From an optimization exercise on the open Yosys and OpenROAD flow, aimed at small area, a short achievable clock period and few clock cycles per item; shortcuts taken in it are not production practice.
At most, simulation tests tie the RTL to the original design; equivalence was not proved.
Power is estimated from default activity; no workload was simulated.

## alpha
## iterativeDivision
module iterativeDivision
  #(parameter int unsigned DATA_W = 32)
  ( input  var logic i_clk
  , input  var logic i_rst  
  , input  var logic [DATA_W-1:0] i_dividend
  , input  var logic [DATA_W-1:0] i_divisor
  , input  var logic i_start  
  , output var logic [DATA_W-1:0] o_quotient
  , output var logic [DATA_W-1:0] o_remainder
  , output var logic o_finish  
  );
  function automatic logic [5:0] clz32(input logic [31:0] x);
    logic [15:0] z1; logic [15:0] c1;       
    logic [7:0]  z2; logic [15:0] c2;       
    logic [3:0]  z3; logic [11:0] c3;       
    logic [1:0]  z4; logic [7:0]  c4;       
    logic        z5; logic [4:0]  c5;
    for (int i = 0; i < 16; i++) begin
      z1[i] = !(x[2*i+1] || x[2*i]);
      c1[i] = !x[2*i+1];
    end
    for (int i = 0; i < 8; i++) begin
      z2[i]         = z1[2*i+1] && z1[2*i];
      c2[2*i+:2]    = z1[2*i+1] ? {1'b1, c1[2*i]} : {1'b0, c1[2*i+1]};
    end
    for (int i = 0; i < 4; i++) begin
  ...
==> module iterativeDivision, before the edit <==
module iterativeDivision
  #(parameter int unsigned DATA_W = 32)
  ( input  var logic i_clk
  , input  var logic i_rst  
  , input  var logic [DATA_W-1:0] i_dividend
  , input  var logic [DATA_W-1:0] i_divisor
  , input  var logic i_start  
  , output var logic [DATA_W-1:0] o_quotient
  , output var logic [DATA_W-1:0] o_remainder
  , output var logic o_finish  
  );
  function automatic logic [5:0] clz32(input logic [31:0] x);
    logic [15:0] z1; logic [15:0] c1;       
    logic [7:0]  z2; logic [15:0] c2;       
    logic [3:0]  z3; logic [11:0] c3;       
    logic [1:0]  z4; logic [7:0]  c4;       
    logic        z5; logic [4:0]  c5;
    for (int i = 0; i < 16; i++) begin
      z1[i] = !(x[2*i+1] || x[2*i]);
      c1[i] = !x[2*i+1];
    end
    for (int i = 0; i < 8; i++) begin
      z2[i]         = z1[2*i+1] && z1[2*i];
      c2[2*i+:2]    = z1[2*i+1] ? {1'b1, c1[2*i]} : {1'b0, c1[2*i+1]};
    end
    for (int i = 0; i < 4; i++) begin
      z3[i]         = z2[2*i+1] && z2[2*i];
      c3[3*i+:3]    = z2[2*i+1] ? {1'b1, c2[4*i+:2]} : {1'b0, c2[4*i+2+:2]};
    end
    for (int i = 0; i < 2; i++) begin
      z4[i]         = z3[2*i+1] && z3[2*i];
      c4[4*i+:4]    = z3[2*i+1] ? {1'b1, c3[6*i+:3]} : {1'b0, c3[6*i+3+:3]};
    end
    z5 = z4[1] && z4[0];
    c5 = z4[1] ? {1'b1, c4[3:0]} : {1'b0, c4[7:4]};
    clz32 = {z5, z5 ? 5'd0 : c5};
  endfunction
  logic [5:0] zA_q, zB_q;
  logic       quotZero_q, divZero_q;
  logic [31:0] dividendSeen;
  always_comb begin
    dividendSeen[31] = i_dividend[31];
    for (int i = 30; i >= 0; i--)
      dividendSeen[i] = dividendSeen[i+1] || i_dividend[i];
  end
  always_ff @(posedge i_clk) begin
    zA_q       <= clz32(i_dividend);
    zB_q       <= clz32(i_divisor);
    quotZero_q <= (i_divisor == '0) || ((i_divisor & ~dividendSeen) != '0);
    divZero_q  <= (i_divisor == '0);
  end
  logic [5:0] shDiff;
  logic [4:0] shAmt;
  logic       quotZero, alignDone;
  always_comb begin
    shDiff   = zB_q - zA_q;  
    shAmt    = shDiff[4:0];
    quotZero = quotZero_q;
    alignDone = (shDiff[5:0] == '0);
  end
  logic       align_q, step_q, done_q;
  logic [4:0] count_q;
  always_ff @(posedge i_clk)
    if (i_rst) begin
      align_q <= '0;
      step_q  <= '0;
      done_q  <= '0;
    end else if (i_start) begin
      align_q <= '1;
      step_q  <= '0;
      done_q  <= '0;
    end else if (align_q) begin
      align_q <= '0;
      step_q  <= !quotZero && !alignDone;
      done_q  <= !quotZero && alignDone;
    end else begin
      step_q  <= step_q && (count_q != '0);
      done_q  <= step_q && (count_q == '0);
    end
  always_ff @(posedge i_clk)
    if (align_q)
      count_q <= shAmt;
    else
      count_q <= count_q - 1'b1;
  always_comb
    o_finish = done_q || (align_q && quotZero);
  logic [DATA_W-1:0] div_q, rem_q, quo_q, remNext;
  logic              doStep;
  always_comb
    doStep = step_q || (align_q && alignDone && !quotZero);
  logic [DATA_W:0] diff;
  logic            qBit;
  always_comb begin
    diff    = {1'b0, rem_q} - {1'b0, div_q};
    qBit    = !diff[DATA_W];
    remNext = qBit ? diff[DATA_W-1:0] : rem_q;
  end
  always_ff @(posedge i_clk)
    if (i_start)
      div_q <= i_divisor;
    else if (align_q)
      div_q <= div_q << shAmt;
    else
      div_q <= div_q >> 1;
  always_ff @(posedge i_clk)
    if (i_start)
      rem_q <= i_dividend;
    else if (doStep)
      rem_q <= remNext;
  always_ff @(posedge i_clk)
    if (align_q)
      quo_q <= {{(DATA_W-1){1'b0}}, alignDone && qBit};
    else
      quo_q <= {quo_q[DATA_W-2:0], qBit};
  always_comb begin
    o_quotient  = align_q ? {DATA_W{divZero_q}} : quo_q;
    o_remainder = rem_q;
  end
endmodule
clock: 8.0 ns
lec_check: 0
abc_area: 1
cap_margin: 20
core_margin: 2
core_utilization: 40
cts_buf_list: sky130_fd_sc_hd__clkbuf_8
cts_cluster_size: 12
setup_slack_margin: 5.0
slew_margin: 20
standard.sh (not shown) runs the stock make flow with config.mk's settings and CLKGATE_MAP_FILE= SYNTH_SCRIPT=/design/flow/synth_recipe.tcl, a recipe that flattens the netlist after the stock synthesis.
==> flow/flow/run.sh <==
#!/bin/bash
# Standard layout, with the port buffers made from the smallest buffer cell
# (repair may still resize them). make's output goes to flow_make.log; each
# ORFS step writes its own log under orfs/logs/.
set -euo pipefail
export BUFFER_PORTS_ARGS="-buffer_cell sky130_fd_sc_hd__buf_1"
bash standard.sh finish > flow_make.log 2>&1
alpha: flow completed, timing, DRC and antenna clean
### alpha -> beta
--- a/flow/design.v
+++ b/flow/design.v
@@ -36,9 +36,9 @@
     c5 = z4[1] ? {1'b1, c4[3:0]} : {1'b0, c4[7:4]};
     clz32 = {z5, z5 ? 5'd0 : c5};
   endfunction
   logic [5:0] zA_q, zB_q;
-  logic       quotZero_q, divZero_q;
+  logic       quotZero_q;
   logic [31:0] dividendSeen;
   always_comb begin
     dividendSeen[31] = i_dividend[31];
     for (int i = 30; i >= 0; i--)
@@ -47,9 +47,8 @@
   always_ff @(posedge i_clk) begin
     zA_q       <= clz32(i_dividend);
     zB_q       <= clz32(i_divisor);
     quotZero_q <= (i_divisor == '0) || ((i_divisor & ~dividendSeen) != '0);
-    divZero_q  <= (i_divisor == '0);
   end
   logic [5:0] shDiff;
   logic [4:0] shAmt;
   logic       quotZero, alignDone;
@@ -108,14 +107,16 @@
       rem_q <= i_dividend;
     else if (doStep)
       rem_q <= remNext;
   always_ff @(posedge i_clk)
-    if (align_q)
-      quo_q <= {{(DATA_W-1){1'b0}}, alignDone && qBit};
+    if (i_start)
+      quo_q <= {DATA_W{i_divisor == '0}};
+    else if (align_q && !alignDone)
+      quo_q <= '0;
     else
       quo_q <= {quo_q[DATA_W-2:0], qBit};
   always_comb begin
-    o_quotient  = align_q ? {DATA_W{divZero_q}} : quo_q;
+    o_quotient  = quo_q;
     o_remainder = rem_q;
   end
 endmodule
 `resetall
[summary]
beta has completed all stages; timing, DRC and antenna checks passed.
The run with more setup slack is beta; alpha has less.
Wire length ended up about 6% lower on beta than on alpha.
alpha reports its termination of the worst setup path as o_quotient[15] while beta reports rem_q[3]$_DFFE_PP_.
Compared with alpha, beta shows a lower post-layout total power.
Highest attainable clock frequency went up by a little under 10% going from alpha to beta.
The sequential cell area in the final layout was comparable across alpha and beta.
Diff alpha -> beta: number of buffers inserted by port buffering essentially unchanged, share of power burned in the clock network increased 2.4 points.
Run comparison: alpha slowest stage cell on the critical path sky130_fd_sc_hd__dfxtp_4; beta slowest stage cell on the critical path sky130_fd_sc_hd__buf_6
As of beta, cell area after placement had fallen by a little under 10% compared to alpha.
Testbench counts of beta, summed over its fixed seeds: cycles 22,318, items 3,200.
Only the layout flow was run in alpha; the RTL was not checked for function there.

* * *

## rev 12
iterativeDivision again, from the RTL that the note above started with.
==> flow/config.mk <==
export PLATFORM = sky130hd
export DESIGN_NAME = iterativeDivision
export DESIGN_NICKNAME = iterativeDivision
export VERILOG_FILES = /design/flow/design.v
export SDC_FILE = /design/flow/constraint.sdc
export NUM_CORES = 4
export LEC_CHECK = 0
export ABC_AREA = 1
export CAP_MARGIN = 20
export CORE_MARGIN = 2
export CORE_UTILIZATION = 40
export CTS_BUF_LIST = sky130_fd_sc_hd__clkbuf_8
export CTS_CLUSTER_SIZE = 12
export SETUP_SLACK_MARGIN = 5.0
export SLEW_MARGIN = 20
==> flow/constraint.sdc <==
create_clock -name core_clock -period 8.0 [get_ports {i_clk}]
set_input_delay 1.6000 -clock core_clock [delete_from_list [all_inputs] [get_ports {i_clk}]]
set_output_delay 1.6000 -clock core_clock [all_outputs]
set_load 0.01 [all_outputs]
==> flow/flow/run.sh <==
#!/bin/bash
# Standard layout, with the port buffers made from the smallest buffer cell
# (repair may still resize them), and timing repair aimed at a 5.15 ns setup
# margin. make's output goes to flow_make.log; each ORFS step writes its own
# log under orfs/logs/.
set -euo pipefail
export BUFFER_PORTS_ARGS="-buffer_cell sky130_fd_sc_hd__buf_1"
bash standard.sh finish SETUP_SLACK_MARGIN=5.15 > flow_make.log 2>&1
Rev 12 reached the end of the flow, and the finished layout is clean on the timing, design-rule and antenna checks.
--- input diff rev 12..rev 13 ---
--- a/flow/design.v
+++ b/flow/design.v
@@ -34,60 +34,60 @@
     end
     z5 = z4[1] && z4[0];
     c5 = z4[1] ? {1'b1, c4[3:0]} : {1'b0, c4[7:4]};
     clz32 = {z5, z5 ? 5'd0 : c5};
   endfunction
   logic [5:0] zA_q, zB_q;
-  logic       quotZero_q, divZero_q;
+  logic       quotZeroIn, quotZero_q;
   logic [31:0] dividendSeen;
   always_comb begin
     dividendSeen[31] = i_dividend[31];
     for (int i = 30; i >= 0; i--)
       dividendSeen[i] = dividendSeen[i+1] || i_dividend[i];
+    quotZeroIn = (i_divisor == '0) || ((i_divisor & ~dividendSeen) != '0);
   end
   always_ff @(posedge i_clk) begin
     zA_q       <= clz32(i_dividend);
     zB_q       <= clz32(i_divisor);
-    quotZero_q <= (i_divisor == '0) || ((i_divisor & ~dividendSeen) != '0);
-    divZero_q  <= (i_divisor == '0);
+    quotZero_q <= quotZeroIn;
   end
   logic [5:0] shDiff;
   logic [4:0] shAmt;
   logic       quotZero, alignDone;
   always_comb begin
     shDiff   = zB_q - zA_q;  
     shAmt    = shDiff[4:0];
     quotZero = quotZero_q;
     alignDone = (shDiff[5:0] == '0);
   end
-  logic       align_q, step_q, done_q;
+  logic       align_q, step_q, finish_q;
   logic [4:0] count_q;
   always_ff @(posedge i_clk)
     if (i_rst) begin
-      align_q <= '0;
-      step_q  <= '0;
-      done_q  <= '0;
+      align_q  <= '0;
+      step_q   <= '0;
+      finish_q <= '0;
     end else if (i_start) begin
-      align_q <= '1;
-      step_q  <= '0;
-      done_q  <= '0;
+      align_q  <= '1;
+      step_q   <= '0;
+      finish_q <= quotZeroIn;
     end else if (align_q) begin
-      align_q <= '0;
-      step_q  <= !quotZero && !alignDone;
-      done_q  <= !quotZero && alignDone;
+      align_q  <= '0;
+      step_q   <= !quotZero && !alignDone;
+      finish_q <= !quotZero && alignDone;
     end else begin
-      step_q  <= step_q && (count_q != '0);
-      done_q  <= step_q && (count_q == '0);
+      step_q   <= step_q && (count_q != '0);
+      finish_q <= step_q && (count_q == '0);
     end
   always_ff @(posedge i_clk)
     if (align_q)
       count_q <= shAmt;
     else
       count_q <= count_q - 1'b1;
   always_comb
-    o_finish = done_q || (align_q && quotZero);
+    o_finish = finish_q;
   logic [DATA_W-1:0] div_q, rem_q, quo_q, remNext;
   logic              doStep;
   always_comb
     doStep = step_q || (align_q && alignDone && !quotZero);
   logic [DATA_W:0] diff;
   logic            qBit;
@@ -106,16 +106,18 @@
   always_ff @(posedge i_clk)
     if (i_start)
       rem_q <= i_dividend;
     else if (doStep)
       rem_q <= remNext;
   always_ff @(posedge i_clk)
-    if (align_q)
-      quo_q <= {{(DATA_W-1){1'b0}}, alignDone && qBit};
+    if (i_start)
+      quo_q <= {DATA_W{i_divisor == '0}};
+    else if (align_q && !alignDone)
+      quo_q <= '0;
     else
       quo_q <= {quo_q[DATA_W-2:0], qBit};
   always_comb begin
-    o_quotient  = align_q ? {DATA_W{divZero_q}} : quo_q;
+    o_quotient  = quo_q;
     o_remainder = rem_q;
   end
 endmodule
 `resetall
## What came out
Area of all placed cells without fillers (rev 12 / rev 13): 1.09
Multiplexer share of the synthesized area of rev 13 is on par with rev 12.
Compared with rev 12, rev 13 shows a net switching power of the design that is 2.3% lower.
Rev 12 closes out successfully: all stages finished, all timing, DRC and antenna checks passed.
Rev 13: full flow OK, the timing, design-rule and antenna checks passed
Sort rev 13 and rev 12 by synthesized cell count asc -> top: rev 13
Re final critical delay including setup and external delays: rev 13 and rev 12 aren't equal, and the higher value belongs to rev 12.
In rev 13, the number of gates resized after cts came out 49 below the value in rev 12.
Compared with rev 12, rev 13 shows a lower clock power.
Going from rev 12 to rev 13, the clock group share of total power was found to have gone up by 0.9 points.
Comparing rev 12 with rev 13, the combined flip-flop and latch cell area came out essentially unchanged.
Side by side, relative contribution of combinational cells to total power turned out lower in rev 13 than in rev 12.
No functional check of the RTL was part of any run of this note.

==> port drivers added, routing unchanged <==
The results above use ideal ports. As a check the final layouts listed here were re-extracted and re-timed, cells and wires unchanged. Step 1 assumes that a clkbuf_16 drives the clock port and a buf_2 every other input. Step 2 also shifts input and output timing later by t, the mid clock arrival at the registers, as if the neighbouring blocks saw the same clock. Three values: ideal, step 1, step 2; two values: the first two.
| run | t, ns | slack for setup (ns) | worst setup path at the end | worst register clock-pin slew, ns |
|---|---|---|---|---|
| alpha | 0.499 | 4.857 / 4.811 / 4.629 | input to register | 0.08 / 0.08 |
| beta | 0.483 | 5.115 / 5.118 / 4.650 | input to register | 0.08 / 0.08 |
| rev 12 | 0.495 | 4.886 / 4.840 / 4.744 | input to register | 0.09 / 0.09 |
| rev 13 | 0.526 | 5.213 / 5.229 / 4.708 | input to register | 0.10 / 0.10 |
After both steps setup and hold are still met in every run listed. The setup slack of rev 13, which loses most, moves by +0.016 ns with the drivers and by -0.505 ns with both steps.
